This is an optimization exercise on Yosys and OpenROAD, whose aim is small area, not a production implementation.
In this exercise RTL edits were held to simulation tests only and were not proved equivalent to the original.

==> flow/design.v <==
`timescale 1ns / 1ps
`timescale 1ns / 1ps
module Add3Relu8(x, y, z, r);
  input [7:0] x, y, z;
  output [8:0] r;
  wire [9:0] s;
  wire n1;
  wire n2;
  wire n3;
  wire n4;
  wire n5;
  wire n6;
  wire n7;
  wire n8;
  wire n9;
  wire n10;
  wire n11;
  wire n12;
  wire n13;
  wire n14;
  wire n15;
  wire n16;
  wire n17;
  wire n18;
  wire n19;
  wire n20;
  wire n21;
  wire n22;
  wire n23;
  wire n24;
  wire n25;
  wire n26;
  wire n27;
  wire n28;
  wire n29;
  wire n30;
  wire n31;
  wire n32;
  wire n33;
  wire n34;
  wire n35;
  assign n1 = x[0] ^ y[0] ^ z[0];
  assign n2 = (x[0] & y[0]) | (x[0] & z[0]) | (y[0] & z[0]);
  assign n3 = x[1] ^ y[1] ^ z[1];
  assign n4 = (x[1] & y[1]) | (x[1] & z[1]) | (y[1] & z[1]);
  assign n5 = x[2] ^ y[2] ^ z[2];
  assign n6 = (x[2] & y[2]) | (x[2] & z[2]) | (y[2] & z[2]);
  assign n7 = x[3] ^ y[3] ^ z[3];
  assign n8 = (x[3] & y[3]) | (x[3] & z[3]) | (y[3] & z[3]);
  assign n9 = x[4] ^ y[4] ^ z[4];
  assign n10 = (x[4] & y[4]) | (x[4] & z[4]) | (y[4] & z[4]);
  assign n11 = x[5] ^ y[5] ^ z[5];
  assign n12 = (x[5] & y[5]) | (x[5] & z[5]) | (y[5] & z[5]);
  assign n13 = x[6] ^ y[6] ^ z[6];
  assign n14 = (x[6] & y[6]) | (x[6] & z[6]) | (y[6] & z[6]);
  assign n15 = ~x[7] ^ ~y[7] ^ ~z[7];
  assign n16 = (~x[7] & ~y[7]) | (~x[7] & ~z[7]) | (~y[7] & ~z[7]);
  assign n17 = n14 ^ n15 ^ 1;
  assign n18 = (n14 & n15) | (n14 & 1) | (n15 & 1);
  assign n19 = n2 ^ n3;
  assign n20 = n2 & n3;
  assign n21 = n4 ^ n5 ^ n20;
  assign n22 = (n4 & n5) | (n4 & n20) | (n5 & n20);
  assign n23 = n6 ^ n7 ^ n22;
  assign n24 = (n6 & n7) | (n6 & n22) | (n7 & n22);
  assign n25 = n8 ^ n9 ^ n24;
  assign n26 = (n8 & n9) | (n8 & n24) | (n9 & n24);
  assign n27 = n10 ^ n11 ^ n26;
  assign n28 = (n10 & n11) | (n10 & n26) | (n11 & n26);
  assign n29 = n12 ^ n13 ^ n28;
  assign n30 = (n12 & n13) | (n12 & n28) | (n13 & n28);
  assign n31 = n17 ^ n30;
  assign n32 = n17 & n30;
  assign n33 = n16 ^ n18 ^ n32;
  assign n34 = (n16 & n18) | (n16 & n32) | (n18 & n32);
  assign n35 = 1 ^ n34;
  assign s = {n35, n33, n31, n29, n27, n25, n23, n21, n19, n1};
  assign r = s[9] ? 9'd0 : s[8:0];
endmodule
module Add3Relu19(x, y, z, r);
  input [18:0] x, y, z;
  output [18:0] r;
  wire [19:0] s;
  wire n1;
  wire n2;
  wire n3;
  wire n4;
  wire n5;
  wire n6;
  wire n7;
  wire n8;
  wire n9;
  wire n10;
  wire n11;
  wire n12;
  wire n13;
  wire n14;
  wire n15;
  wire n16;
  wire n17;
  wire n18;
  wire n19;
  wire n20;
  wire n21;
  wire n22;
  wire n23;
  wire n24;
  wire n25;
  wire n26;
  wire n27;
  wire n28;
  wire n29;
  wire n30;
  wire n31;
  wire n32;
  wire n33;
  wire n34;
  wire n35;
  wire n36;
  wire n37;
  wire n38;
  wire n39;
  wire n40;
  wire n41;
  wire n42;
  wire n43;
  wire n44;
  wire n45;
  wire n46;
  wire n47;
  wire n48;
  wire n49;
  wire n50;
  wire n51;
  wire n52;
  wire n53;
  wire n54;
  wire n55;
  wire n56;
  wire n57;
  wire n58;
  wire n59;
  wire n60;
  wire n61;
  wire n62;
  wire n63;
  wire n64;
  wire n65;
  wire n66;
  wire n67;
  wire n68;
  wire n69;
  wire n70;
  wire n71;
  wire n72;
  wire n73;
  wire n74;
  wire n75;
  wire n76;
  wire n77;
  wire n78;
  wire n79;
  wire n80;
  wire n81;
  wire n82;
  wire n83;
  wire n84;
  wire n85;
  wire n86;
  wire n87;
  wire n88;
  wire n89;
  wire n90;
  wire n91;
  wire n92;
  wire n93;
  wire n94;
  wire n95;
  wire n96;
  wire n97;
  wire n98;
  wire n99;
  assign n1 = x[0] ^ y[0] ^ z[0];
  assign n2 = (x[0] & y[0]) | (x[0] & z[0]) | (y[0] & z[0]);
  assign n3 = x[1] ^ y[1] ^ z[1];
  assign n4 = (x[1] & y[1]) | (x[1] & z[1]) | (y[1] & z[1]);
  assign n5 = x[2] ^ y[2] ^ z[2];
  assign n6 = (x[2] & y[2]) | (x[2] & z[2]) | (y[2] & z[2]);
  assign n7 = x[3] ^ y[3] ^ z[3];
  assign n8 = (x[3] & y[3]) | (x[3] & z[3]) | (y[3] & z[3]);
  assign n9 = x[4] ^ y[4] ^ z[4];
  assign n10 = (x[4] & y[4]) | (x[4] & z[4]) | (y[4] & z[4]);
  assign n11 = x[5] ^ y[5] ^ z[5];
  assign n12 = (x[5] & y[5]) | (x[5] & z[5]) | (y[5] & z[5]);
  assign n13 = x[6] ^ y[6] ^ z[6];
  assign n14 = (x[6] & y[6]) | (x[6] & z[6]) | (y[6] & z[6]);
  assign n15 = x[7] ^ y[7] ^ z[7];
  assign n16 = (x[7] & y[7]) | (x[7] & z[7]) | (y[7] & z[7]);
  assign n17 = x[8] ^ y[8] ^ z[8];
  assign n18 = (x[8] & y[8]) | (x[8] & z[8]) | (y[8] & z[8]);
  assign n19 = x[9] ^ y[9] ^ z[9];
  assign n20 = (x[9] & y[9]) | (x[9] & z[9]) | (y[9] & z[9]);
  assign n21 = x[10] ^ y[10] ^ z[10];
  assign n22 = (x[10] & y[10]) | (x[10] & z[10]) | (y[10] & z[10]);
  assign n23 = x[11] ^ y[11] ^ z[11];
  assign n24 = (x[11] & y[11]) | (x[11] & z[11]) | (y[11] & z[11]);
  assign n25 = x[12] ^ y[12] ^ z[12];
  assign n26 = (x[12] & y[12]) | (x[12] & z[12]) | (y[12] & z[12]);
  assign n27 = x[13] ^ y[13] ^ z[13];
  assign n28 = (x[13] & y[13]) | (x[13] & z[13]) | (y[13] & z[13]);
  assign n29 = x[14] ^ y[14] ^ z[14];
  assign n30 = (x[14] & y[14]) | (x[14] & z[14]) | (y[14] & z[14]);
  assign n31 = x[15] ^ y[15] ^ z[15];
  assign n32 = (x[15] & y[15]) | (x[15] & z[15]) | (y[15] & z[15]);
  assign n33 = x[16] ^ y[16] ^ z[16];
  assign n34 = (x[16] & y[16]) | (x[16] & z[16]) | (y[16] & z[16]);
  assign n35 = x[17] ^ y[17] ^ z[17];
  assign n36 = (x[17] & y[17]) | (x[17] & z[17]) | (y[17] & z[17]);
  assign n37 = ~x[18] ^ ~y[18] ^ ~z[18];
  assign n38 = (~x[18] & ~y[18]) | (~x[18] & ~z[18]) | (~y[18] & ~z[18]);
  assign n39 = n36 ^ n37 ^ 1;
  assign n40 = (n36 & n37) | (n36 & 1) | (n37 & 1);
  assign n41 = n2 ^ n3;
  assign n42 = n2 & n3;
  assign n43 = n4 ^ n5 ^ n42;
  assign n44 = (n4 & n5) | (n4 & n42) | (n5 & n42);
  assign n45 = n6 ^ n7 ^ n44;
  assign n46 = (n6 & n7) | (n6 & n44) | (n7 & n44);
  assign n47 = n8 ^ n9 ^ n46;
  assign n48 = (n8 & n9) | (n8 & n46) | (n9 & n46);
  assign n49 = n10 ^ n11 ^ n48;
  assign n50 = (n10 & n11) | (n10 & n48) | (n11 & n48);
  assign n51 = n12 ^ n13 ^ n50;
  assign n52 = (n12 & n13) | (n12 & n50) | (n13 & n50);
  assign n53 = n14 ^ n15 ^ n52;
  assign n54 = (n14 & n15) | (n14 & n52) | (n15 & n52);
  assign n55 = n16 ^ n17 ^ n54;
  assign n56 = (n16 & n17) | (n16 & n54) | (n17 & n54);
  assign n57 = n18 ^ n19;
  assign n58 = n18 & n19;
  assign n59 = n20 ^ n21 ^ n58;
  assign n60 = (n20 & n21) | (n20 & n58) | (n21 & n58);
  assign n61 = n22 ^ n23 ^ n60;
  assign n62 = (n22 & n23) | (n22 & n60) | (n23 & n60);
  assign n63 = n24 ^ n25 ^ n62;
  assign n64 = (n24 & n25) | (n24 & n62) | (n25 & n62);
  assign n65 = n26 ^ n27 ^ n64;
  assign n66 = (n26 & n27) | (n26 & n64) | (n27 & n64);
  assign n67 = n28 ^ n29 ^ n66;
  assign n68 = (n28 & n29) | (n28 & n66) | (n29 & n66);
  assign n69 = n30 ^ n31 ^ n68;
  assign n70 = (n30 & n31) | (n30 & n68) | (n31 & n68);
  assign n71 = n32 ^ n33 ^ n70;
  assign n72 = (n32 & n33) | (n32 & n70) | (n33 & n70);
  assign n73 = n34 ^ n35 ^ n72;
  assign n74 = (n34 & n35) | (n34 & n72) | (n35 & n72);
  assign n75 = n39 ^ n74;
  assign n76 = n39 & n74;
  assign n77 = n38 ^ n40 ^ n76;
  assign n78 = (n38 & n40) | (n38 & n76) | (n40 & n76);
  assign n79 = n57 ^ n56;
  assign n80 = n57 & n56;
  assign n81 = n59 ^ n80;
  assign n82 = n59 & n80;
  assign n83 = n61 ^ n82;
  assign n84 = n61 & n82;
  assign n85 = n63 ^ n84;
  assign n86 = n63 & n84;
  assign n87 = n65 ^ n86;
  assign n88 = n65 & n86;
  assign n89 = n67 ^ n88;
  assign n90 = n67 & n88;
  assign n91 = n69 ^ n90;
  assign n92 = n69 & n90;
  assign n93 = n71 ^ n92;
  assign n94 = n71 & n92;
  assign n95 = n73 ^ n94;
  assign n96 = n73 & n94;
  assign n97 = n75 ^ n96;
  assign n98 = n75 & n96;
  assign n99 = n77 ^ n98;
  assign s = {n99, n97, n95, n93, n91, n89, n87, n85, n83, n81, n79, n55, n53, n51, n49, n47, n45, n43, n41, n1};
  assign r = s[19] ? 19'd0 : s[18:0];
endmodule
`timescale 1ns / 1ps
module MulU4S4(a, b, p);
  input [3:0] a;
  input [3:0] b;
  output [7:0] p;
  wire n1;
  wire n2;
  wire n3;
  wire n4;
  wire n5;
  wire n6;
  wire n7;
  wire n8;
  wire n9;
  wire n10;
  wire n11;
  wire n12;
  wire n13;
  wire n14;
  wire n15;
  wire n16;
  wire n17;
  wire n18;
  wire n19;
  wire n20;
  wire n21;
  wire n22;
  wire n23;
  wire n24;
  wire n25;
  assign n1 = (a[2] & b[0]) ^ (a[1] & b[1]) ^ (a[0] & b[2]);
  assign n2 = ((a[2] & b[0]) & (a[1] & b[1])) | ((a[2] & b[0]) & (a[0] & b[2])) | ((a[1] & b[1]) & (a[0] & b[2]));
  assign n3 = (a[3] & b[0]) ^ (a[2] & b[1]) ^ (a[1] & b[2]);
  assign n4 = ((a[3] & b[0]) & (a[2] & b[1])) | ((a[3] & b[0]) & (a[1] & b[2])) | ((a[2] & b[1]) & (a[1] & b[2]));
  assign n5 = ~(a[0] & b[3]) ^ n2 ^ n3;
  assign n6 = (~(a[0] & b[3]) & n2) | (~(a[0] & b[3]) & n3) | (n2 & n3);
  assign n7 = (a[3] & b[1]) ^ (a[2] & b[2]) ^ ~(a[1] & b[3]);
  assign n8 = ((a[3] & b[1]) & (a[2] & b[2])) | ((a[3] & b[1]) & ~(a[1] & b[3])) | ((a[2] & b[2]) & ~(a[1] & b[3]));
  assign n9 = n4 ^ n7 ^ n6;
  assign n10 = (n4 & n7) | (n4 & n6) | (n7 & n6);
  assign n11 = (a[3] & b[2]) ^ ~(a[2] & b[3]) ^ n8;
  assign n12 = ((a[3] & b[2]) & ~(a[2] & b[3])) | ((a[3] & b[2]) & n8) | (~(a[2] & b[3]) & n8);
  assign n13 = (a[1] & b[0]) ^ (a[0] & b[1]);
  assign n14 = (a[1] & b[0]) & (a[0] & b[1]);
  assign n15 = n1 ^ n14;
  assign n16 = n1 & n14;
  assign n17 = 1 ^ n5 ^ n16;
  assign n18 = (1 & n5) | (1 & n16) | (n5 & n16);
  assign n19 = n9 ^ n18;
  assign n20 = n9 & n18;
  assign n21 = n10 ^ n11 ^ n20;
  assign n22 = (n10 & n11) | (n10 & n20) | (n11 & n20);
  assign n23 = ~(a[3] & b[3]) ^ n12 ^ n22;
  assign n24 = (~(a[3] & b[3]) & n12) | (~(a[3] & b[3]) & n22) | (n12 & n22);
  assign n25 = 1 ^ n24;
  assign p = {n25, n23, n21, n19, n17, n15, n13, (a[0] & b[0])};
endmodule
module MulU9S10(a, b, p);
  input [8:0] a;
  input [9:0] b;
  output [18:0] p;
  wire n1;
  wire n2;
  wire n3;
  wire n4;
  wire n5;
  wire n6;
  wire n7;
  wire n8;
  wire n9;
  wire n10;
  wire n11;
  wire n12;
  wire n13;
  wire n14;
  wire n15;
  wire n16;
  wire n17;
  wire n18;
  wire n19;
  wire n20;
  wire n21;
  wire n22;
  wire n23;
  wire n24;
  wire n25;
  wire n26;
  wire n27;
  wire n28;
  wire n29;
  wire n30;
  wire n31;
  wire n32;
  wire n33;
  wire n34;
  wire n35;
  wire n36;
  wire n37;
  wire n38;
  wire n39;
  wire n40;
  wire n41;
  wire n42;
  wire n43;
  wire n44;
  wire n45;
  wire n46;
  wire n47;
  wire n48;
  wire n49;
  wire n50;
  wire n51;
  wire n52;
  wire n53;
  wire n54;
  wire n55;
  wire n56;
  wire n57;
  wire n58;
  wire n59;
  wire n60;
  wire n61;
  wire n62;
  wire n63;
  wire n64;
  wire n65;
  wire n66;
  wire n67;
  wire n68;
  wire n69;
  wire n70;
  wire n71;
  wire n72;
  wire n73;
  wire n74;
  wire n75;
  wire n76;
  wire n77;
  wire n78;
  wire n79;
  wire n80;
  wire n81;
  wire n82;
  wire n83;
  wire n84;
  wire n85;
  wire n86;
  wire n87;
  wire n88;
  wire n89;
  wire n90;
  wire n91;
  wire n92;
  wire n93;
  wire n94;
  wire n95;
  wire n96;
  wire n97;
  wire n98;
  wire n99;
  wire n100;
  wire n101;
  wire n102;
  wire n103;
  wire n104;
  wire n105;
  wire n106;
  wire n107;
  wire n108;
  wire n109;
  wire n110;
  wire n111;
  wire n112;
  wire n113;
  wire n114;
  wire n115;
  wire n116;
  wire n117;
  wire n118;
  wire n119;
  wire n120;
  wire n121;
  wire n122;
  wire n123;
  wire n124;
  wire n125;
  wire n126;
  wire n127;
  wire n128;
  wire n129;
  wire n130;
  wire n131;
  wire n132;
  wire n133;
  wire n134;
  wire n135;
  wire n136;
  wire n137;
  wire n138;
  wire n139;
  wire n140;
  wire n141;
  wire n142;
  wire n143;
  wire n144;
  wire n145;
  wire n146;
  wire n147;
  wire n148;
  wire n149;
  wire n150;
  wire n151;
  wire n152;
  wire n153;
  wire n154;
  wire n155;
  wire n156;
  wire n157;
  wire n158;
  wire n159;
  wire n160;
  wire n161;
  wire n162;
  wire n163;
  wire n164;
  wire n165;
  wire n166;
  wire n167;
  wire n168;
  wire n169;
  wire n170;
  wire n171;
  wire n172;
  wire n173;
  wire n174;
  wire n175;
  wire n176;
  wire n177;
  assign n1 = (a[2] & b[0]) ^ (a[1] & b[1]) ^ (a[0] & b[2]);
  assign n2 = ((a[2] & b[0]) & (a[1] & b[1])) | ((a[2] & b[0]) & (a[0] & b[2])) | ((a[1] & b[1]) & (a[0] & b[2]));
  assign n3 = (a[3] & b[0]) ^ (a[2] & b[1]) ^ (a[1] & b[2]);
  assign n4 = ((a[3] & b[0]) & (a[2] & b[1])) | ((a[3] & b[0]) & (a[1] & b[2])) | ((a[2] & b[1]) & (a[1] & b[2]));
  assign n5 = (a[0] & b[3]) ^ n2 ^ n3;
  assign n6 = ((a[0] & b[3]) & n2) | ((a[0] & b[3]) & n3) | (n2 & n3);
  assign n7 = (a[4] & b[0]) ^ (a[3] & b[1]) ^ (a[2] & b[2]);
  assign n8 = ((a[4] & b[0]) & (a[3] & b[1])) | ((a[4] & b[0]) & (a[2] & b[2])) | ((a[3] & b[1]) & (a[2] & b[2]));
  assign n9 = (a[1] & b[3]) ^ (a[0] & b[4]) ^ n4;
  assign n10 = ((a[1] & b[3]) & (a[0] & b[4])) | ((a[1] & b[3]) & n4) | ((a[0] & b[4]) & n4);
  assign n11 = n7 ^ n6 ^ n9;
  assign n12 = (n7 & n6) | (n7 & n9) | (n6 & n9);
  assign n13 = (a[5] & b[0]) ^ (a[4] & b[1]) ^ (a[3] & b[2]);
  assign n14 = ((a[5] & b[0]) & (a[4] & b[1])) | ((a[5] & b[0]) & (a[3] & b[2])) | ((a[4] & b[1]) & (a[3] & b[2]));
  assign n15 = (a[2] & b[3]) ^ (a[1] & b[4]) ^ (a[0] & b[5]);
  assign n16 = ((a[2] & b[3]) & (a[1] & b[4])) | ((a[2] & b[3]) & (a[0] & b[5])) | ((a[1] & b[4]) & (a[0] & b[5]));
  assign n17 = n8 ^ n13 ^ n15;
  assign n18 = (n8 & n13) | (n8 & n15) | (n13 & n15);
  assign n19 = n10 ^ n17 ^ n12;
  assign n20 = (n10 & n17) | (n10 & n12) | (n17 & n12);
  assign n21 = (a[6] & b[0]) ^ (a[5] & b[1]) ^ (a[4] & b[2]);
  assign n22 = ((a[6] & b[0]) & (a[5] & b[1])) | ((a[6] & b[0]) & (a[4] & b[2])) | ((a[5] & b[1]) & (a[4] & b[2]));
  assign n23 = (a[3] & b[3]) ^ (a[2] & b[4]) ^ (a[1] & b[5]);
  assign n24 = ((a[3] & b[3]) & (a[2] & b[4])) | ((a[3] & b[3]) & (a[1] & b[5])) | ((a[2] & b[4]) & (a[1] & b[5]));
  assign n25 = (a[0] & b[6]) ^ n14 ^ n16;
  assign n26 = ((a[0] & b[6]) & n14) | ((a[0] & b[6]) & n16) | (n14 & n16);
  assign n27 = n21 ^ n23 ^ n18;
  assign n28 = (n21 & n23) | (n21 & n18) | (n23 & n18);
  assign n29 = n25 ^ n27 ^ n20;
  assign n30 = (n25 & n27) | (n25 & n20) | (n27 & n20);
  assign n31 = (a[7] & b[0]) ^ (a[6] & b[1]) ^ (a[5] & b[2]);
  assign n32 = ((a[7] & b[0]) & (a[6] & b[1])) | ((a[7] & b[0]) & (a[5] & b[2])) | ((a[6] & b[1]) & (a[5] & b[2]));
  assign n33 = (a[4] & b[3]) ^ (a[3] & b[4]) ^ (a[2] & b[5]);
  assign n34 = ((a[4] & b[3]) & (a[3] & b[4])) | ((a[4] & b[3]) & (a[2] & b[5])) | ((a[3] & b[4]) & (a[2] & b[5]));
  assign n35 = (a[1] & b[6]) ^ (a[0] & b[7]) ^ n22;
  assign n36 = ((a[1] & b[6]) & (a[0] & b[7])) | ((a[1] & b[6]) & n22) | ((a[0] & b[7]) & n22);
  assign n37 = n24 ^ n31 ^ n33;
  assign n38 = (n24 & n31) | (n24 & n33) | (n31 & n33);
  assign n39 = n26 ^ n35 ^ n37;
  assign n40 = (n26 & n35) | (n26 & n37) | (n35 & n37);
  assign n41 = n28 ^ n39 ^ n30;
  assign n42 = (n28 & n39) | (n28 & n30) | (n39 & n30);
  assign n43 = (a[8] & b[0]) ^ (a[7] & b[1]) ^ (a[6] & b[2]);
  assign n44 = ((a[8] & b[0]) & (a[7] & b[1])) | ((a[8] & b[0]) & (a[6] & b[2])) | ((a[7] & b[1]) & (a[6] & b[2]));
  assign n45 = (a[5] & b[3]) ^ (a[4] & b[4]) ^ (a[3] & b[5]);
  assign n46 = ((a[5] & b[3]) & (a[4] & b[4])) | ((a[5] & b[3]) & (a[3] & b[5])) | ((a[4] & b[4]) & (a[3] & b[5]));
  assign n47 = (a[2] & b[6]) ^ (a[1] & b[7]) ^ (a[0] & b[8]);
  assign n48 = ((a[2] & b[6]) & (a[1] & b[7])) | ((a[2] & b[6]) & (a[0] & b[8])) | ((a[1] & b[7]) & (a[0] & b[8]));
  assign n49 = n32 ^ n34 ^ n43;
  assign n50 = (n32 & n34) | (n32 & n43) | (n34 & n43);
  assign n51 = n45 ^ n47 ^ n36;
  assign n52 = (n45 & n47) | (n45 & n36) | (n47 & n36);
  assign n53 = n38 ^ n49 ^ n51;
  assign n54 = (n38 & n49) | (n38 & n51) | (n49 & n51);
  assign n55 = n40 ^ n53 ^ n42;
  assign n56 = (n40 & n53) | (n40 & n42) | (n53 & n42);
  assign n57 = (a[8] & b[1]) ^ (a[7] & b[2]) ^ (a[6] & b[3]);
  assign n58 = ((a[8] & b[1]) & (a[7] & b[2])) | ((a[8] & b[1]) & (a[6] & b[3])) | ((a[7] & b[2]) & (a[6] & b[3]));
  assign n59 = (a[5] & b[4]) ^ (a[4] & b[5]) ^ (a[3] & b[6]);
  assign n60 = ((a[5] & b[4]) & (a[4] & b[5])) | ((a[5] & b[4]) & (a[3] & b[6])) | ((a[4] & b[5]) & (a[3] & b[6]));
  assign n61 = (a[2] & b[7]) ^ (a[1] & b[8]) ^ ~(a[0] & b[9]);
  assign n62 = ((a[2] & b[7]) & (a[1] & b[8])) | ((a[2] & b[7]) & ~(a[0] & b[9])) | ((a[1] & b[8]) & ~(a[0] & b[9]));
  assign n63 = n44 ^ n46 ^ n48;
  assign n64 = (n44 & n46) | (n44 & n48) | (n46 & n48);
  assign n65 = n57 ^ n59 ^ n61;
  assign n66 = (n57 & n59) | (n57 & n61) | (n59 & n61);
  assign n67 = n50 ^ n63 ^ n65;
  assign n68 = (n50 & n63) | (n50 & n65) | (n63 & n65);
  assign n69 = n52 ^ n67 ^ n54;
  assign n70 = (n52 & n67) | (n52 & n54) | (n67 & n54);
  assign n71 = n69 ^ n56 ^ 1;
  assign n72 = (n69 & n56) | (n69 & 1) | (n56 & 1);
  assign n73 = (a[8] & b[2]) ^ (a[7] & b[3]) ^ (a[6] & b[4]);
  assign n74 = ((a[8] & b[2]) & (a[7] & b[3])) | ((a[8] & b[2]) & (a[6] & b[4])) | ((a[7] & b[3]) & (a[6] & b[4]));
  assign n75 = (a[5] & b[5]) ^ (a[4] & b[6]) ^ (a[3] & b[7]);
  assign n76 = ((a[5] & b[5]) & (a[4] & b[6])) | ((a[5] & b[5]) & (a[3] & b[7])) | ((a[4] & b[6]) & (a[3] & b[7]));
  assign n77 = (a[2] & b[8]) ^ ~(a[1] & b[9]) ^ n58;
  assign n78 = ((a[2] & b[8]) & ~(a[1] & b[9])) | ((a[2] & b[8]) & n58) | (~(a[1] & b[9]) & n58);
  assign n79 = n60 ^ n62 ^ n73;
  assign n80 = (n60 & n62) | (n60 & n73) | (n62 & n73);
  assign n81 = n75 ^ n64 ^ n66;
  assign n82 = (n75 & n64) | (n75 & n66) | (n64 & n66);
  assign n83 = n77 ^ n79 ^ n68;
  assign n84 = (n77 & n79) | (n77 & n68) | (n79 & n68);
  assign n85 = n81 ^ n83 ^ n70;
  assign n86 = (n81 & n83) | (n81 & n70) | (n83 & n70);
  assign n87 = (a[8] & b[3]) ^ (a[7] & b[4]) ^ (a[6] & b[5]);
  assign n88 = ((a[8] & b[3]) & (a[7] & b[4])) | ((a[8] & b[3]) & (a[6] & b[5])) | ((a[7] & b[4]) & (a[6] & b[5]));
  assign n89 = (a[5] & b[6]) ^ (a[4] & b[7]) ^ (a[3] & b[8]);
  assign n90 = ((a[5] & b[6]) & (a[4] & b[7])) | ((a[5] & b[6]) & (a[3] & b[8])) | ((a[4] & b[7]) & (a[3] & b[8]));
  assign n91 = ~(a[2] & b[9]) ^ n74 ^ n76;
  assign n92 = (~(a[2] & b[9]) & n74) | (~(a[2] & b[9]) & n76) | (n74 & n76);
  assign n93 = n87 ^ n89 ^ n78;
  assign n94 = (n87 & n89) | (n87 & n78) | (n89 & n78);
  assign n95 = n80 ^ n91 ^ n82;
  assign n96 = (n80 & n91) | (n80 & n82) | (n91 & n82);
  assign n97 = n93 ^ n95 ^ n84;
  assign n98 = (n93 & n95) | (n93 & n84) | (n95 & n84);
  assign n99 = (a[8] & b[4]) ^ (a[7] & b[5]) ^ (a[6] & b[6]);
  assign n100 = ((a[8] & b[4]) & (a[7] & b[5])) | ((a[8] & b[4]) & (a[6] & b[6])) | ((a[7] & b[5]) & (a[6] & b[6]));
  assign n101 = (a[5] & b[7]) ^ (a[4] & b[8]) ^ ~(a[3] & b[9]);
  assign n102 = ((a[5] & b[7]) & (a[4] & b[8])) | ((a[5] & b[7]) & ~(a[3] & b[9])) | ((a[4] & b[8]) & ~(a[3] & b[9]));
  assign n103 = n88 ^ n90 ^ n99;
  assign n104 = (n88 & n90) | (n88 & n99) | (n90 & n99);
  assign n105 = n101 ^ n92 ^ n103;
  assign n106 = (n101 & n92) | (n101 & n103) | (n92 & n103);
  assign n107 = n94 ^ n105 ^ n96;
  assign n108 = (n94 & n105) | (n94 & n96) | (n105 & n96);
  assign n109 = (a[8] & b[5]) ^ (a[7] & b[6]) ^ (a[6] & b[7]);
  assign n110 = ((a[8] & b[5]) & (a[7] & b[6])) | ((a[8] & b[5]) & (a[6] & b[7])) | ((a[7] & b[6]) & (a[6] & b[7]));
  assign n111 = (a[5] & b[8]) ^ ~(a[4] & b[9]) ^ n100;
  assign n112 = ((a[5] & b[8]) & ~(a[4] & b[9])) | ((a[5] & b[8]) & n100) | (~(a[4] & b[9]) & n100);
  assign n113 = n102 ^ n109 ^ n104;
  assign n114 = (n102 & n109) | (n102 & n104) | (n109 & n104);
  assign n115 = n111 ^ n106 ^ n113;
  assign n116 = (n111 & n106) | (n111 & n113) | (n106 & n113);
  assign n117 = (a[8] & b[6]) ^ (a[7] & b[7]) ^ (a[6] & b[8]);
  assign n118 = ((a[8] & b[6]) & (a[7] & b[7])) | ((a[8] & b[6]) & (a[6] & b[8])) | ((a[7] & b[7]) & (a[6] & b[8]));
  assign n119 = ~(a[5] & b[9]) ^ n110 ^ n117;
  assign n120 = (~(a[5] & b[9]) & n110) | (~(a[5] & b[9]) & n117) | (n110 & n117);
  assign n121 = n112 ^ n119 ^ n114;
  assign n122 = (n112 & n119) | (n112 & n114) | (n119 & n114);
  assign n123 = (a[8] & b[7]) ^ (a[7] & b[8]) ^ ~(a[6] & b[9]);
  assign n124 = ((a[8] & b[7]) & (a[7] & b[8])) | ((a[8] & b[7]) & ~(a[6] & b[9])) | ((a[7] & b[8]) & ~(a[6] & b[9]));
  assign n125 = n118 ^ n123 ^ n120;
  assign n126 = (n118 & n123) | (n118 & n120) | (n123 & n120);
  assign n127 = (a[8] & b[8]) ^ ~(a[7] & b[9]) ^ n124;
  assign n128 = ((a[8] & b[8]) & ~(a[7] & b[9])) | ((a[8] & b[8]) & n124) | (~(a[7] & b[9]) & n124);
  assign n129 = (a[1] & b[0]) ^ (a[0] & b[1]);
  assign n130 = (a[1] & b[0]) & (a[0] & b[1]);
  assign n131 = n1 ^ n130;
  assign n132 = n1 & n130;
  assign n133 = n5 ^ n132;
  assign n134 = n5 & n132;
  assign n135 = n11 ^ n134;
  assign n136 = n11 & n134;
  assign n137 = n19 ^ n136;
  assign n138 = n19 & n136;
  assign n139 = n29 ^ n138;
  assign n140 = n29 & n138;
  assign n141 = n41 ^ n140;
  assign n142 = n41 & n140;
  assign n143 = n55 ^ n142;
  assign n144 = n55 & n142;
  assign n145 = n71 ^ n144;
  assign n146 = n71 & n144;
  assign n147 = n72 ^ n85 ^ n146;
  assign n148 = (n72 & n85) | (n72 & n146) | (n85 & n146);
  assign n149 = n86 ^ n97 ^ n148;
  assign n150 = (n86 & n97) | (n86 & n148) | (n97 & n148);
  assign n151 = n98 ^ n107;
  assign n152 = n98 & n107;
  assign n153 = n108 ^ n115 ^ n152;
  assign n154 = (n108 & n115) | (n108 & n152) | (n115 & n152);
  assign n155 = n116 ^ n121 ^ n154;
  assign n156 = (n116 & n121) | (n116 & n154) | (n121 & n154);
  assign n157 = n122 ^ n125 ^ n156;
  assign n158 = (n122 & n125) | (n122 & n156) | (n125 & n156);
  assign n159 = n126 ^ n127 ^ n158;
  assign n160 = (n126 & n127) | (n126 & n158) | (n127 & n158);
  assign n161 = ~(a[8] & b[9]) ^ n128 ^ n160;
  assign n162 = (~(a[8] & b[9]) & n128) | (~(a[8] & b[9]) & n160) | (n128 & n160);
  assign n163 = 1 ^ n162;
  assign n164 = 1 & n162;
  assign n165 = n151 ^ n150;
  assign n166 = n151 & n150;
  assign n167 = n153 ^ n166;
  assign n168 = n153 & n166;
  assign n169 = n155 ^ n168;
  assign n170 = n155 & n168;
  assign n171 = n157 ^ n170;
  assign n172 = n157 & n170;
  assign n173 = n159 ^ n172;
  assign n174 = n159 & n172;
  assign n175 = n161 ^ n174;
  assign n176 = n161 & n174;
  assign n177 = n163 ^ n176;
  assign p = {n177, n175, n173, n171, n169, n167, n165, n149, n147, n145, n143, n141, n139, n137, n135, n133, n131, n129, (a[0] & b[0])};
endmodule
`timescale 1ns / 1ps
module RegisterFile(clk, Start, WriteState, WriteData, Group, ReadData1, ReadData2, ReadData3);
  parameter PW = 8;
  input clk;
  input Start;
  input [3:0] WriteState;
  input [PW-1:0] WriteData;
  input [4:0] Group;
  output reg [PW-1:0] ReadData1, ReadData2, ReadData3;
  function [3:0] entry_state;
    input integer k;
    integer i;
    reg [3:0] s;
    begin
      s = 4'b0001;
      for (i = 0; i < k; i = i + 1) s = {s[2:0], s[3] ^ s[2]};
      entry_state = s;
    end
  endfunction
  reg [PW-1:0] P [0:14];
  genvar k;
  generate
    for (k = 0; k < 15; k = k + 1) begin : entry
      always @(posedge clk)
        if (Start && WriteState == entry_state(k)) P[k] <= WriteData;
    end
  endgenerate
  integer g;
  always @(*) begin
    ReadData1 = {PW{1'b0}};
    ReadData2 = {PW{1'b0}};
    ReadData3 = {PW{1'b0}};
    for (g = 0; g < 5; g = g + 1) begin
      ReadData1 = ReadData1 | ({PW{Group[g]}} & P[3*g]);
      ReadData2 = ReadData2 | ({PW{Group[g]}} & P[3*g+1]);
      ReadData3 = ReadData3 | ({PW{Group[g]}} & P[3*g+2]);
    end
  end
endmodule
`timescale 1ns / 1ps
module AddressCounter(clk, rst_n, Start, ReadEn, WriteState, Group);
  input clk, rst_n;
  input Start;
  input ReadEn;
  output reg [3:0] WriteState;
  output reg [4:0] Group;
  always @(posedge clk or negedge rst_n) begin
    if (!rst_n) begin
      WriteState <= 4'b0001;
      Group <= 5'b00001;
    end else begin
      if (Start) WriteState <= {WriteState[2:0], WriteState[3] ^ WriteState[2]};
      if (ReadEn) Group <= {Group[3:0], Group[4]};
    end
  end
endmodule
`timescale 1ns / 1ps
module CNN_Single_Layer(clk, rst_n, Start, Image, Filter, ReadEn, ConvResult);
    parameter L  = 1;
    parameter IW = 4;    
    parameter FW = 4;    
    parameter PW = 8;    
    parameter SW = 9;    
    input clk;
    input rst_n;
    input Start;
    input [IW-1:0] Image;
    input signed [FW-1:0] Filter;
    input ReadEn;
    output [SW-1:0] ConvResult;
    wire [3:0] WriteState;
    wire [4:0] Group;
    wire [PW-1:0] MultValue;
    wire [PW-1:0] Rd1, Rd2, Rd3;
    wire [SW-1:0] GroupSum;
    reg  [SW-1:0] T, S;
    generate
      if (L == 1) begin : l1
        MulU4S4 Multiplicator (.a(Image), .b(Filter), .p(MultValue));
        Add3Relu8 ADDER (.x(Rd1), .y(Rd2), .z(Rd3), .r(GroupSum));
      end else begin : l2
        MulU9S10 Multiplicator (.a(Image), .b(Filter), .p(MultValue));
        Add3Relu19 ADDER (.x(Rd1), .y(Rd2), .z(Rd3), .r(GroupSum));
      end
    endgenerate
    AddressCounter AddressCounter (.clk(clk), .rst_n(rst_n), .Start(Start), .ReadEn(ReadEn),
        .WriteState(WriteState), .Group(Group));
    RegisterFile #(.PW(PW)) RegisterFile (.clk(clk), .Start(Start), .WriteState(WriteState),
        .WriteData(MultValue), .Group(Group), .ReadData1(Rd1), .ReadData2(Rd2), .ReadData3(Rd3));
    always @(posedge clk or negedge rst_n) begin
        if (!rst_n) begin
            T <= {SW{1'b0}};
            S <= {SW{1'b0}};
        end else begin
            if (ReadEn) T <= GroupSum;
            S <= T;
        end
    end
    assign ConvResult = S;
endmodule
`timescale 1ns / 1ps
module CNN_Two_Layer( 
clk, rst_n,
Start1, Image, Filter1, ReadEn1,
Start2, Filter2, ReadEn2,
ConvResult
    );
    input clk;
    input rst_n;
    input Start1;
    input [3:0] Image;
    input signed [3:0] Filter1;
    input ReadEn1;
    input Start2;
    input signed [9:0] Filter2;
    input ReadEn2;
    output signed [21:0] ConvResult;
    wire [8:0]  layer1_to_layer2;
    wire [18:0] layer2_out;
    CNN_Single_Layer #(.L(1), .IW(4), .FW(4), .PW(8), .SW(9)) Layer1(.clk(clk), .rst_n(rst_n),
        .Start(Start1), .Image(Image), .Filter(Filter1), .ReadEn(ReadEn1), .ConvResult(layer1_to_layer2));
    CNN_Single_Layer #(.L(2), .IW(9), .FW(10), .PW(19), .SW(19)) Layer2(.clk(clk), .rst_n(rst_n),
        .Start(Start2), .Image(layer1_to_layer2), .Filter(Filter2), .ReadEn(ReadEn2), .ConvResult(layer2_out));
    assign ConvResult = {3'b000, layer2_out};
endmodule
==> flow/flow/run.sh <==
#!/bin/bash
# Layout flow: the standard flow (standard.sh), with these changes:
#  * synthesis is the standard flow's synthesis script (synth_recipe.tcl) unchanged except that
#    its final ABC technology mapping runs flow/abc_map.script (ABC's area mapper
#    amap) in place of ORFS's abc_area.script; registers are mapped before ABC
#    runs, so they are exactly the standard synthesis's;
#  * after synthesis, flow/polarity.py removes the inverters that synthesis leaves
#    around full adders (it uses full adders in inverted form where that saves
#    inverters); registers and all other cells are untouched;
#  * ports are buffered with buf_1 cells;
#  * clock tree synthesis uses clkbuf_4 cells in clusters of up to 10 sinks and
#    inserts no dummy loads.
# Each tool's output goes to a log file of its own in this folder.
set -euo pipefail
cd "$(dirname "$0")/.."
WORK=$(pwd)
RES="$WORK/orfs/results/sky130hd/CNN_Two_Layer/base"

cat > "$WORK/own_synth.tcl" <<EOT
proc abc {args} {
  set i [lsearch \$args -script]
  if {\$i >= 0} { set args [lreplace \$args [expr {\$i + 1}] [expr {\$i + 1}] $WORK/flow/abc_map.script] }
  yosys abc {*}\$args
}
source $WORK/synth_recipe.tcl
EOT
sed "s|SYNTH_SCRIPT=[^ ]*|SYNTH_SCRIPT=$WORK/own_synth.tcl|" standard.sh > "$WORK/own_standard.sh"
grep -q "SYNTH_SCRIPT=$WORK/own_synth.tcl" "$WORK/own_standard.sh"

export BUFFER_PORTS_ARGS="-buffer_cell sky130_fd_sc_hd__buf_1"
export CTS_ARGS="-sink_clustering_enable -repair_clock_nets -sink_clustering_size 10 -sink_clustering_max_diameter 50 -buf_list sky130_fd_sc_hd__clkbuf_4 -dont_use_dummy_load"

bash "$WORK/own_standard.sh" "$RES/1_2_yosys.v" > "$WORK/synth.log" 2>&1
cp "$RES/1_2_yosys.v" "$WORK/1_2_yosys.mapped.v"
python3 flow/polarity.py "$RES/1_2_yosys.v" > "$WORK/polarity.log" 2>&1
bash "$WORK/own_standard.sh" > "$WORK/layout.log" 2>&1
==> flow/flow/abc_map.script <==
strash
dch -f
amap
topo
stime -c
buffer -c
upsize -c
dnsize -c
==> flow/flow/polarity.py <==
#!/usr/bin/env python3
"""Removes inverters around full adders in a mapped sky130hd netlist.

A full adder is self-dual: FA(~a, ~b, ~c) = (~sum, ~cout). Synthesis often
leaves full adders whose inputs or outputs pass through inverters. This script
collapses every inverter chain to signals with a polarity, chooses for each
full adder whether to use it in inverted form (local search on the number of
inverters needed), and writes the netlist back with one inverter per signal
that some load needs inverted. A NAND2 whose only load is such an inverter
becomes an AND2. Registers and all other cells are kept as they are.

usage: polarity.py netlist.v  (rewrites it in place; prints a summary)
"""
import re
import sys
import random

PFX = "sky130_fd_sc_hd__"
OUT_PINS = {"X", "Y", "Q", "Q_N", "COUT", "SUM", "HI", "LO"}

path = sys.argv[1]
text = open(path).read()

m_mod = re.search(r"^module .*?;\n", text, re.M | re.S)
end = text.rindex("endmodule")
body = text[m_mod.end():end]

# split body into declarations and cell instances
inst_re = re.compile(r"^\s*(" + PFX + r"\w+)\s+(\S+)\s*\((.*?)\);\n", re.M | re.S)
pin_re = re.compile(r"\.(\w+)\(\s*(.*?)\s*\)(?=\s*,|\s*$)", re.S)

cells = []   # dict(type, name, pins{pin: net})
decls = []
pos = 0
for m in inst_re.finditer(body):
    decls.append(body[pos:m.start()])
    pos = m.end()
    pins = {}
    for pm in pin_re.finditer(m.group(3)):
        pins[pm.group(1)] = pm.group(2).strip()
    cells.append({"type": m.group(1)[len(PFX):], "name": m.group(2), "pins": pins})
decls.append(body[pos:])
if any(re.search(r"\bassign\b", d) for d in decls):
    sys.exit("polarity.py: netlist has assign statements; left unchanged")
decl_text = "".join(decls)

port_nets = set()
for m in re.finditer(r"^\s*(input|output)\s+(\[\d+:\d+\]\s+)?(\S+?)\s*;", decl_text, re.M):
    port_nets.add(m.group(3))


def is_port(net):
    base = net.split("[")[0].strip()
    return base in port_nets or net in port_nets


def is_inv(c):
    return c["type"].startswith("inv_") or c["type"].startswith("clkinv_")


driver = {}
loads = {}
for i, c in enumerate(cells):
    for p, n in c["pins"].items():
        if p in OUT_PINS:
            driver[n] = (i, p)
        else:
            loads.setdefault(n, []).append((i, p))

# inverters we may remove: input and output are internal nets, and the output is not a port
removable = set()
for i, c in enumerate(cells):
    if is_inv(c):
        a, y = c["pins"]["A"], c["pins"]["Y"]
        if not is_port(y) and not a.startswith("1'"):
            removable.add(i)


def root_of(net):
    """(root net, polarity): follows removable inverters back to a non-inverter driver."""
    pol = 0
    seen = 0
    while True:
        d = driver.get(net)
        if d is None or d[0] not in removable or seen > 50:
            return net, pol
        net = cells[d[0]]["pins"]["A"]
        pol ^= 1
        seen += 1


fa_ids = [i for i, c in enumerate(cells) if c["type"].startswith("fa_")]
fa_index = {i: k for k, i in enumerate(fa_ids)}

# every load pin of a non-removable cell, expressed against a root
# demand[root] = list of (cell id, pin, polarity wanted relative to root)
demand = {}
for i, c in enumerate(cells):
    if i in removable:
        continue
    for p, n in c["pins"].items():
        if p in OUT_PINS or n.startswith("1'") or n == "":
            continue
        r, pol = root_of(n)
        demand.setdefault(r, []).append((i, p, pol))

roots = list(demand.keys())
# root driven by an FA output?
root_fa = {}
for r in roots:
    d = driver.get(r)
    if d is not None and d[0] in fa_index:
        root_fa[r] = d[0]

flip = [0] * len(fa_ids)


def root_cost(r):
    dpol = flip[fa_index[root_fa[r]]] if r in root_fa else 0
    need = set()
    for (i, p, pol) in demand[r]:
        q = pol ^ (flip[fa_index[i]] if i in fa_index else 0)
        need.add(q ^ dpol)
    return 1 if 1 in need else 0


# roots touching each FA
touch = {k: set() for k in range(len(fa_ids))}
for r in roots:
    if r in root_fa:
        touch[fa_index[root_fa[r]]].add(r)
    for (i, p, pol) in demand[r]:
        if i in fa_index:
            touch[fa_index[i]].add(r)

cost_before = sum(root_cost(r) for r in roots)
before_invs = len(removable)


def local_search():
    improved = True
    while improved:
        improved = False
        for k in range(len(fa_ids)):
            rs = touch[k]
            old = sum(root_cost(r) for r in rs)
            flip[k] ^= 1
            new = sum(root_cost(r) for r in rs)
            if new < old:
                improved = True
            else:
                flip[k] ^= 1


local_search()
best = list(flip)
best_cost = sum(root_cost(r) for r in roots)
rng = random.Random(1)
for _ in range(30):
    # perturb and descend again
    for k in rng.sample(range(len(fa_ids)), max(1, len(fa_ids) // 10)):
        flip[k] ^= 1
    local_search()
    c = sum(root_cost(r) for r in roots)
    if c < best_cost:
        best_cost, best = c, list(flip)
    else:
        flip[:] = best
flip[:] = best

# rebuild: remove removable inverters, then reconnect each demand
new_cells = [c for i, c in enumerate(cells)]
keep = [i not in removable for i in range(len(cells))]
inv_count = 0
and_merges = 0
extra_wires = []


def new_net():
    global inv_count
    inv_count += 1
    n = f"_pol{inv_count}_"
    extra_wires.append(n)
    return n


for r in roots:
    dpol = flip[fa_index[root_fa[r]]] if r in root_fa else 0
    inv_net = None
    want_inv = []
    for (i, p, pol) in demand[r]:
        q = pol ^ (flip[fa_index[i]] if i in fa_index else 0)
        if q ^ dpol:
            want_inv.append((i, p))
        else:
            cells[i]["pins"][p] = r
    if want_inv:
        d = driver.get(r)
        # NAND2 (or NOR2) whose only use is inverted: make it AND2 (OR2)
        only = all(True for _ in want_inv) and len(want_inv) == len(demand[r]) and not is_port(r)
        if only and d is not None and cells[d[0]]["type"] in ("nand2_1", "nor2_1") and keep[d[0]]:
            cells[d[0]]["type"] = "and2_1" if cells[d[0]]["type"] == "nand2_1" else "or2_1"
            cells[d[0]]["pins"]["X"] = cells[d[0]]["pins"].pop("Y")
            for (i, p) in want_inv:
                cells[i]["pins"][p] = r
            and_merges += 1
            continue
        inv_net = new_net()
        cells.append({"type": "inv_1", "name": f"_polinv{inv_count}_",
                      "pins": {"A": r, "Y": inv_net}})
        keep.append(True)
        for (i, p) in want_inv:
            cells[i]["pins"][p] = inv_net

# FA flips: nothing changes in the FA cell itself; its nets now carry the other polarity,
# which the demand wiring above already accounts for.

out = [text[:m_mod.end()], decl_text.rstrip("\n") + "\n"]
for n in extra_wires:
    out.append(f"  wire {n};\n")
for i, c in enumerate(cells):
    if not keep[i]:
        continue
    pins = ",\n".join(f"    .{p}({n}{' ' if n.startswith(chr(92)) else ''})"
                       for p, n in c["pins"].items())
    out.append(f"  {PFX}{c['type']} {c['name']} (\n{pins}\n  );\n")
out.append(text[end:])
open(path, "w").write("".join(out))
after = sum(1 for i, c in enumerate(cells) if keep[i] and is_inv(c))
print(f"polarity.py: {sum(flip)} of {len(fa_ids)} full adders flipped; inverters "
      f"{sum(1 for c in cells[:len(removable)] if False) or before_invs} removable before, "
      f"{inv_count - and_merges if False else inv_count} placed after; {and_merges} NAND2/NOR2 -> AND2/OR2; "
      f"model cost {cost_before} -> {best_cost}; inverters in netlist now {after}")
==> flow/standard.sh <==
#!/bin/bash
# synth_recipe.tcl (not shown) runs the flow's synth.tcl, then flattens the netlist and writes it again
# the make line also repeats each setting of config.mk as NAME=value (left out here)
make -C /OpenROAD-flow-scripts/flow DESIGN_CONFIG=/design/flow/config.mk WORK_HOME=/design/flow/orfs CLKGATE_MAP_FILE= SYNTH_SCRIPT=/design/flow/synth_recipe.tcl "${@:-finish}"
==> flow/config.mk <==
export PLATFORM = sky130hd
export DESIGN_NAME = CNN_Two_Layer
export DESIGN_NICKNAME = CNN_Two_Layer
export VERILOG_FILES = /design/flow/design.v
export SDC_FILE = /design/flow/constraint.sdc
export NUM_CORES = 4
export LEC_CHECK = 0
export ABC_AREA = 1
export CAP_MARGIN = 0
export CORE_MARGIN = 2
export CORE_UTILIZATION = 60
export GPL_TIMING_DRIVEN = 0
export SLEW_MARGIN = 0
==> flow/constraint.sdc <==
create_clock -name core_clock -period 8.0 [get_ports {clk}]
set_input_delay 1.6000 -clock core_clock [delete_from_list [all_inputs] [get_ports {clk}]]
set_output_delay 1.6000 -clock core_clock [all_outputs]
set_load 0.01 [all_outputs]
==> impl_metrics.csv, run 1 <==
group,metric,value,unit
sta,setup_viol,0,
worst_setup_path,signal_arrival_time_at_the_worst_endpoint,8.21,ns
placed_design,port-buffer-count,40,
grt,grt-ovfl-total,0,
worst_setup_path,crit_path_max_fanout,10,
worst_setup_path,timing.critical_path.to_type,"register",
finish,nFillCells,2472,
routing,detail-route-antenna-nets,0,
worst_setup_path,critical-path-top-cell-by-count,"sky130_fd_sc_hd__ha_1",
worst_setup_path,reg2reg_depth,33,
clock_tree,worst_setup_hold_path_clk_slew,0.12,ns
routing,drtPass1Iterations,6,
floorplanning,number_of_top_level_pins,46,
run_status,run_status,"no timing/DRC/antenna violations",
sta,worst-slew-pin-transition,1.32,ns
finish,fin_area,22000,um2
routing,route.detailed.drc,0,
routing,avgViaCountPerCell,6.01,
synth,yosys_warnings,7,
clock_tree,tritoncts,"yes",
sta,grt_setup_unrepaired,"no",
routing,vias,11323,
floorplanning,fp.dieArea,35800,um2
finish,num-nets-final,1633,
worst_setup_path,timing.setup.critical_path_class,"reg -> reg",
sta,max_freq,0.133,GHz
routing,totalWireLength,45400,um
worst_setup_path,worst_setup_path_start_kind,"register",
routing,avgRoutedWirePerCell,24.1,um
worst_setup_path,worstSetupPathDepth,33,
grt,number_of_global_route_vias_before_repair,11918,
job,maxCapViolations,0,
grt,largest_net_degree_at_the_start_of_global_routing,35,
floorplanning,die_h,189,um
floorplanning,core_region_area,33600,um2
grt,grt_pass1_wl,70100,um
synth,post_synth.cell_area_avg,15.5,um2
worst_setup_path,critPathLaunch,"Layer2.AddressCounter.Group[0]",
sta,worst_slew_slack_as_a_fraction_of_its_limit,11.4,%
synth,mappedNetlistArea,20600,um2
sta,final_period_minus_worst_setup_slack,7.52,ns
sta,post-route-period-util,94.0,%
clock_tree,num_cts_buffers,55,
grt,globalRouteTotalUtil,26.7,%
floorplanning,num_rows,67,
clock_tree,worst_skew_pair.late_latency,0.80,ns
clock_tree,cts.sinks,479,
sta,timing.clock.skew,0.0838,ns
routing,detail_route.iter0.violations,1044,
placed_design,post_dp_cell_area,21600,um2
worst_setup_path,critical_path.max_stage_delay,0.58,ns
min_path,hold_path_depth,0,
placed_design,dp_hpwl,31300,um
worst_setup_path,critical_path.slowest_cell,"sky130_fd_sc_hd__dfstp_2",
sta,final_hold_viol_count,0,
worst_setup_path,crit_required,8.69,ns
worst_setup_path,worst_path_dominant_cell_family,"adder cells",
clock_tree,post-cts-setup-buffer-count,0,
grt,antenna_found_initial,2,
clock_tree,clock_tree.buffer_depth,3,
synth,syn_inst,1327,
worst_setup_path,critical_path.reg2reg.startpoint,"Layer2.AddressCounter.Group[0]",
floorplanning,initial_core_utilization,61.2,%
finish,finalCoreUtilization,65.4,%
sta,drv_slew,0,
placed_design,routabilityCongestion,0.826,
min_path,hold_path_startpoint,"Layer1.T[2]",
min_path,hold_crit_path_type,"reg -> reg",
clock_tree,ctsHtreeMaxLevel,2,
worst_setup_path,crit_buf_inv,6,
floorplanning,die_w,189,um
clock_tree,cts_root_buffer,"sky130_fd_sc_hd__clkbuf_4",
finish,area.growth.synth_to_final,6.84,%
finish,drive_gt1_share,6.90,%
==> final cells by class <==
cell class	instances	area, um2	area share [%]
diodes	1	2.50	0.0114
flip-flops and latches	479	14000	63.7
inverters	105	394	1.79
repair buffers	52	359	1.63
well taps	448	561	2.55
plain buffers	56	238	1.08
clock buffers	55	413	1.88
multi-input cells	688	6000	27.3
==> metal layers <==
layer	vias up	GRT usage, %	routed length, um
li1	5068	-	-
met1	5810	36.1	18400
met2	362	45.9	23400
met5	-	0	0
met4	0	7.13	1020
met3	83	4.37	2650
==> state kept, by name, indices dropped and copies added, names as in the netlist <==
signal and cells:
Layer1.AddressCounter.Group 5, Layer1.AddressCounter.WriteState 4, Layer1.RegisterFile.P 120, Layer1.S 9
Layer1.T 9, Layer2.AddressCounter.Group 5, Layer2.AddressCounter.WriteState 4, Layer2.RegisterFile.P 285
Layer2.S 19, Layer2.T 19
==> per-stage QoR <==
stage / std cells / TNS, ns / setup WS (ns) / hold slack [ns]
global placement: 1817 / -15.02 / -1.00 / 0.362
global route: 1884 / 0 / 0.0617 / 0.392
finish: 1884 / 0 / 0.481 / 0.381
detailed placement: 1829 / 0 / 0.00396 / 0.363
floorplan: 1329 / 0 / 0.191 / 0.354
CTS: 1884 / 0 / 0.413 / 0.384
==> timing repair <==
action / CTS / global route
setup endpoints to repair: 0 / 10
gates resized for setup: 0 / 2
hold buffers: 0 / 0
==> cell usage in the layout, fill, tap and decap left out, drive strengths merged <==
| cell | n |
|---|---|
| a21oi | 61 |
| a222oi | 81 |
| a22oi | 27 |
| a32o | 23 |
| and2 | 5 |
| buf | 72 |
| clkbuf | 91 |
| conb | 3 |
| dfrtp | 70 |
| dfstp | 4 |
| diode | 1 |
| edfxtp | 405 |
| fa | 126 |
| ha | 46 |
| inv | 105 |
| nand2 | 188 |
| nor2 | 105 |
| nor2b | 3 |
| o21ai | 4 |
| o22a | 1 |
| o22ai | 13 |
| o31ai | 2 |
==> worst paths after layout <==
check | end | slack, ns
setup / recovery | Layer2.T[16] | 0.48
setup reg to reg | Layer2.T[16] | 0.48
hold reg to reg | Layer1.S[2] | 0.38
max in group asynchronous | Layer1.AddressCounter.Group[0] | 6.43
min in group asynchronous | Layer2.AddressCounter.WriteState[1] | 0.70
hold / removal | Layer1.S[2] | 0.38
==> run 2: changes to the inputs <==
==> flow/flow/abc_map.script (replaced) <==
strash
dch -f
amap
topo
--- a/flow/config.mk
+++ b/flow/config.mk
@@ -10,4 +10,3 @@
 export CORE_MARGIN = 2
 export CORE_UTILIZATION = 60
-export GPL_TIMING_DRIVEN = 0
 export SLEW_MARGIN = 0
==> run 2 against run 1 <==
Against the previous run: still clean on timing, DRC and antenna; clock skew rose by 0.052 ns; worst hold slack hardly changed; sequential share of layout area up 0.64 points; cell count fell by 1.9%; synthesized cell count decreased by 4.1%; worst setup slack gained 0.0089 ns; cell area shrank 0.96%; largest cell class unchanged; highest routed layer unchanged.
==> impl_metrics.csv, run 2 <==
group,metric,value,unit
run_status,run_status,"no timing/DRC/antenna violations",
clock_tree,worst_skew_pair.late_latency,0.82,ns
finish,num-nets-final,1596,
finish,largest_registers,"Layer2.RegisterFile.P: 285 flops, Layer1.RegisterFile.P: 120 flops",
synth,mappedNetlistArea,20400,um2
floorplanning,die_h,188,um
floorplanning,core_region_area,33400,um2
routing,avgRoutedWirePerCell,24.3,um
grt,grt_pass1_wl,68900,um
min_path,hold_crit_path_type,"reg -> reg",
floorplanning,initial_core_utilization,60.9,%
sta,drv_slew,0,
routing,detail_route.iter0.violations,1143,
finish,area.growth.synth_to_final,6.96,%
clock_tree,cts.sinks,479,
routing,drtPass1Iterations,9,
finish,layout.cells.most_common_list,"405 x sky130_fd_sc_hd__edfxtp_1, 188 x sky130_fd_sc_hd__nand2_1, 126 x sky130_fd_sc_hd__fa_1",
finish,mostFrequentLayoutCell,"sky130_fd_sc_hd__edfxtp_1",
synth,post_synth.cell_area_avg,16.0,um2
job,maxCapViolations,0,
routing,route.detailed.drc,0,
worst_setup_path,critical_path.slowest_cell,"sky130_fd_sc_hd__dfstp_2",
clock_tree,num_cts_buffers,56,
worst_setup_path,crit_path_max_fanout,17,
routing,detail-route-antenna-nets,0,
finish,largest_register_ff_count,285,
finish,drive_gt1_share,7.73,%
sta,fin_tns_setup,0,ns
grt,globalRouteTotalUtil,26.3,%
clock_tree,post-cts-setup-buffer-count,0,
sta,worst_slew_slack_as_a_fraction_of_its_limit,28.5,%
floorplanning,number_of_top_level_pins,46,
finish,multi_input_area,6000,um2
finish,regMostFlops,"Layer2.RegisterFile.P",
clock_tree,ctsHtreeMaxLevel,2,
sta,max_freq,0.133,GHz
floorplanning,die_w,188,um
synth,yosys_warnings,7,
finish,nFillCells,2451,
clock_tree,clock_tree.buffer_depth,3,
floorplanning,num_rows,67,
worst_setup_path,timing.critical_path.to_type,"register",
routing,totalWireLength,44800,um
worst_setup_path,signal_arrival_time_at_the_worst_endpoint,8.20,ns
sta,timing.clock.skew,0.136,ns
worst_setup_path,timing.setup.critical_path_class,"reg -> reg",
placed_design,port-buffer-count,42,
clock_tree,hold_buffers,0,
grt,grt-ovfl-total,0,
floorplanning,fp.dieArea,35400,um2
worst_setup_path,critical-path-top-cell-by-count,"sky130_fd_sc_hd__ha_1",
clock_tree,cts_root_buffer,"sky130_fd_sc_hd__clkbuf_4",
sta,post-route-period-util,93.9,%
sta,grt_setup_unrepaired,"no",
synth,syn_inst,1273,
grt,antenna_found_initial,2,
routing,avgViaCountPerCell,6.07,
grt,number_of_global_route_vias_before_repair,11604,
clock_tree,post_cts.resized_instances,0,
worst_setup_path,critical_path.max_stage_delay,0.82,ns
placed_design,routabilityCongestion,0.842,
worst_setup_path,worst_setup_path_start_kind,"register",
clock_tree,worst_setup_hold_path_clk_slew,0.10,ns
sta,final_period_minus_worst_setup_slack,7.51,ns
finish,register_area,14000,um2
placed_design,dp_hpwl,28200,um
worst_setup_path,crit_required,8.69,ns
sta,final_hold_viol_count,0,
clock_tree,tritoncts,"yes",
grt,largest_net_degree_at_the_start_of_global_routing,66,
sta,setup_viol,0,
routing,vias,11226,
sta,worst-slew-pin-transition,1.07,ns
-- run 2: layer usage --
layer	GRT usage (%)	share of wire (%)	vias up
met5	0	0	-
met4	6.21	1.9	0
met3	4.34	5.9	72
met2	44.0	50	368
met1	36.9	42	5789
li1	-	-	4997
-- run 2: critical path, delay by kind of cell (launching register included) --
kind	cells	cell delay, ns
flip-flops	1	0.82
AND/OR/NAND/NOR	3	0.21
buffers and inverters	3	0.86
AO/OA/AOI/OAI	5	1.02
adder cells (fa/ha/maj)	18	4.47
-- run 2: final timing paths --
| path | endpoint | slack [ns] | cells after the start | startpoint |
|---|---|---|---|---|
| max | Layer2.T[5] | 0.49 | 29 | Layer2.AddressCounter.Group[0] |
| min | Layer1.S[8] | 0.38 | 0 | Layer1.T[8] |
| max reg2reg | Layer2.T[5] | 0.49 | 29 | Layer2.AddressCounter.Group[0] |
| min reg2reg | Layer1.S[8] | 0.38 | 0 | Layer1.T[8] |
| max in group asynchronous | Layer1.S[5] | 6.08 | 2 | rst_n |
| min in group asynchronous | Layer1.AddressCounter.WriteState[3] | 0.64 | 1 | rst_n |
-- run 2: area by class of cell --
cell class | instances | share of cell area [%]
Antenna cell | 3 | 0.0345
Clock buffer | 56 | 1.93
Inverter | 105 | 1.81
Multi-Input combinational cell | 688 | 27.6
Sequential cell | 479 | 64.4
Tap cell | 448 | 2.57
Timing Repair Buffer | 70 | 1.71
-- run 2: stage by stage --
step	setup slack (ns)	util [%]	hold slack, ns	instances	area, um2
floorplan	0.191	-	0.354	1275	20400
global placement	0.105	63.8	0.360	1790	21400
detailed placement	0.0779	63.8	0.362	1790	21400
CTS	0.402	65.1	0.384	1846	21800
global route	0.0524	65.1	0.393	1849	21800
finish	0.489	65.1	0.381	1849	21800
==> run 3: changes to the inputs <==
==> flow/flow/abc_map.script (replaced) <==
strash
dch -f
amap
topo
stime -c
buffer -c
upsize -c
dnsize -c
--- a/flow/config.mk
+++ b/flow/config.mk
@@ -9,4 +9,4 @@
 export CAP_MARGIN = 0
 export CORE_MARGIN = 2
-export CORE_UTILIZATION = 60
+export CORE_UTILIZATION = 70
 export SLEW_MARGIN = 0
==> run 3 against run 2 <==
Against the previous run: still clean on timing, DRC and antenna; worst hold slack got worse by 0.010 ns; count of clock-buffer cells in the layout fell by 1; synthesized cell count rose by 4.2%; clock skew fell by 0.048 ns; cell count fell by 3.9%; maximum frequency rose by 1.3%; die area fell by 13%; cell area fell by 0.47%; largest cell class unchanged.
==> impl_metrics.csv, run 3 <==
group,metric,value,unit
run_status,run_status,"no timing/DRC/antenna violations",
routing,drtPass1Iterations,10,
sta,worst_slew_slack_as_a_fraction_of_its_limit,27.9,%
clock_tree,worst_skew_pair.late_latency,0.74,ns
finish,mostFrequentLayoutCell,"sky130_fd_sc_hd__edfxtp_1",
grt,antenna_found_initial,2,
sta,setup_viol,0,
synth,post_synth.cell_area_avg,15.5,um2
worst_setup_path,critical_path.slowest_cell,"sky130_fd_sc_hd__dfrtp_2",
sta,final_period_minus_worst_setup_slack,7.42,ns
finish,finalCoreUtilization,75.1,%
finish,largest_registers,"Layer2.RegisterFile.P: 285 flops, Layer1.RegisterFile.P: 120 flops",
finish,regMostFlops,"Layer2.RegisterFile.P",
finish,num-nets-final,1590,
min_path,hold_crit_path_type,"reg -> reg",
finish,drive_gt1_share,7.40,%
routing,vias,11436,
clock_tree,num_cts_buffers,55,
floorplanning,core_region_area,28900,um2
placed_design,port-buffer-count,42,
placed_design,dp_hpwl,28100,um
synth,syn_inst,1327,
worst_setup_path,reg2reg_depth,31,
routing,detail_route.iter0.violations,1363,
worst_setup_path,crit_required,8.58,ns
sta,worst-slew-pin-transition,1.08,ns
placed_design,dp_worst_setup_slack,0.120,ns
sta,drv_slew,0,
grt,globalRouteTotalUtil,29.9,%
routing,route.detailed.drc,0,
worst_setup_path,worst_r2r_endpoint,"Layer2.T[15]",
synth,yosys_warnings,7,
routing,totalWireLength,44100,um
sta,hold_slack,0.371,ns
placed_design,post_dp_cell_area,21300,um2
floorplanning,die_h,175,um
clock_tree,post_cts.resized_instances,0,
min_path,hold_path_startpoint,"Layer2.T[3]",
min_path,hold_path_depth,0,
clock_tree,post-cts-setup-buffer-count,0,
worst_setup_path,critical_path.reg2reg.startpoint,"Layer2.AddressCounter.Group[1]",
sta,final.setup.worst_slack,0.582,ns
floorplanning,num_rows,62,
worst_setup_path,critical_path.max_stage_delay,0.60,ns
routing,avgRoutedWirePerCell,24.8,um
floorplanning,initial_core_utilization,71.3,%
sta,fin_tns_setup,0,ns
placed_design,routabilityCongestion,0.898,
sta,final_hold_viol_count,0,
grt,grt-ovfl-total,0,
worst_setup_path,critical-path-top-cell-by-count,"sky130_fd_sc_hd__ha_1",
finish,layoutNonFillerInstCount,1777,
worst_setup_path,worst_setup_path_start_kind,"register",
sta,max_freq,0.135,GHz
worst_setup_path,crit_path_max_fanout,19,
job,maxCapViolations,0,
clock_tree,hold_buffers,0,
clock_tree,tritoncts,"yes",
sta,grt_setup_unrepaired,"no",
sta,post-route-period-util,92.7,%
finish,largest_register_ff_count,285,
min_path,whs_endpoint,"Layer2.S[3]",
floorplanning,fp.dieArea,30800,um2
worst_setup_path,signal_arrival_time_at_the_worst_endpoint,7.99,ns
worst_setup_path,timing.setup.critical_path_class,"reg -> reg",
finish,layout.cells.most_common_list,"405 x sky130_fd_sc_hd__edfxtp_1, 188 x sky130_fd_sc_hd__nand2_1, 126 x sky130_fd_sc_hd__fa_1",
clock_tree,clock_tree.buffer_depth,3,
clock_tree,cts.sinks,479,
placed_design,placed_cells,1721,
sta,timing.clock.skew,0.0880,ns
floorplanning,number_of_top_level_pins,46,
grt,number_of_global_route_vias_before_repair,11565,
routing,detail-route-antenna-nets,0,
floorplanning,die_w,175,um
finish,fin_area,21700,um2
clock_tree,ctsHtreeMaxLevel,2,
synth,mappedNetlistArea,20600,um2
worst_setup_path,r2r_slack,0.58,ns
clock_tree,cts_root_buffer,"sky130_fd_sc_hd__clkbuf_4",
finish,area.growth.synth_to_final,5.32,%
grt,grt_pass1_wl,67700,um
grt,largest_net_degree_at_the_start_of_global_routing,75,
routing,avgViaCountPerCell,6.44,
clock_tree,worst_setup_hold_path_clk_slew,0.11,ns
worst_setup_path,timing.critical_path.to_type,"register",
run 3: how the worst max path moves through the flow:
stage                                               from                            to  slack, ns  cells past startpoint
after global routing      Layer2.AddressCounter.Group[1]                  Layer2.T[17]       0.12                     31
final                     Layer2.AddressCounter.Group[1]                  Layer2.T[15]       0.58                     31
after CTS                 Layer2.AddressCounter.Group[1]                  Layer2.T[17]       0.61                     31
after global placement                        Filter2[0]  Layer2.RegisterFile.P[0][18]       0.27                     23
after floorplan                               Filter2[0]  Layer2.RegisterFile.P[0][18]       0.19                     20
after detailed placement                      Filter2[0]  Layer2.RegisterFile.P[9][18]       0.12                     23
run 3: worst max-delay path: cells and delay by family (launching register included):
kind	cells	cell delay, ns
AND/OR/NAND/NOR	3	0.21
buffers and inverters	4	0.52
adder cells (fa/ha/maj)	19	4.64
flip-flops	1	0.60
AO/OA/AOI/OAI	5	1.28
run 3: area by class of cell:
| class | count | area, um2 |
|---|---|---|
| repair buffers | 65 | 334 |
| inverters | 105 | 394 |
| flip-flops and latches | 479 | 14000 |
| multi-input cells | 688 | 6030 |
| clock buffers | 55 | 413 |
| diodes | 1 | 2.50 |
| fillers | 1817 | 7180 |
| well taps | 384 | 480 |
run 3: metal layers:
metal	part of all wire, %	vias to the layer above	global-route usage [%]
met5	0.036	-	0
met4	2.8	2	8.57
met3	8.0	101	4.13
met2	51	548	51.0
met1	38	5803	41.5
li1	-	4982	-

[re-timing with driven ports]
In the flow no input, the clock included, has a driving cell. The finished layouts below were timed again as built, in two steps. Step 1 sets driving cells, clkbuf_16 on the clock port and buf_2 on the other inputs (assumed; they add their load-dependent delay and slew). Step 2 moves the port delays by t, midway between the first and last clock arrival at a register: inputs arrive t later, outputs are due t later. That takes back most of the time a late clock gives input paths. a / b / c = no drivers / after step 1 / after step 2; a / b = the first two.
run	shift t [ns]	setup WS [ns]	hold WS [ns]
run 1	0.807	0.481 / 0.481 / 0.038	0.381 / 0.381 / 0.381
run 2	0.802	0.489 / 0.489 / 0.110	0.381 / 0.381 / 0.381
run 3	0.746	0.582 / 0.582 / 0.124	0.371 / 0.371 / 0.371
After both steps every run listed still meets setup and hold. For run 3, which loses most, drivers alone change the setup slack by 0.000 ns; drivers and shift together by -0.458 ns.
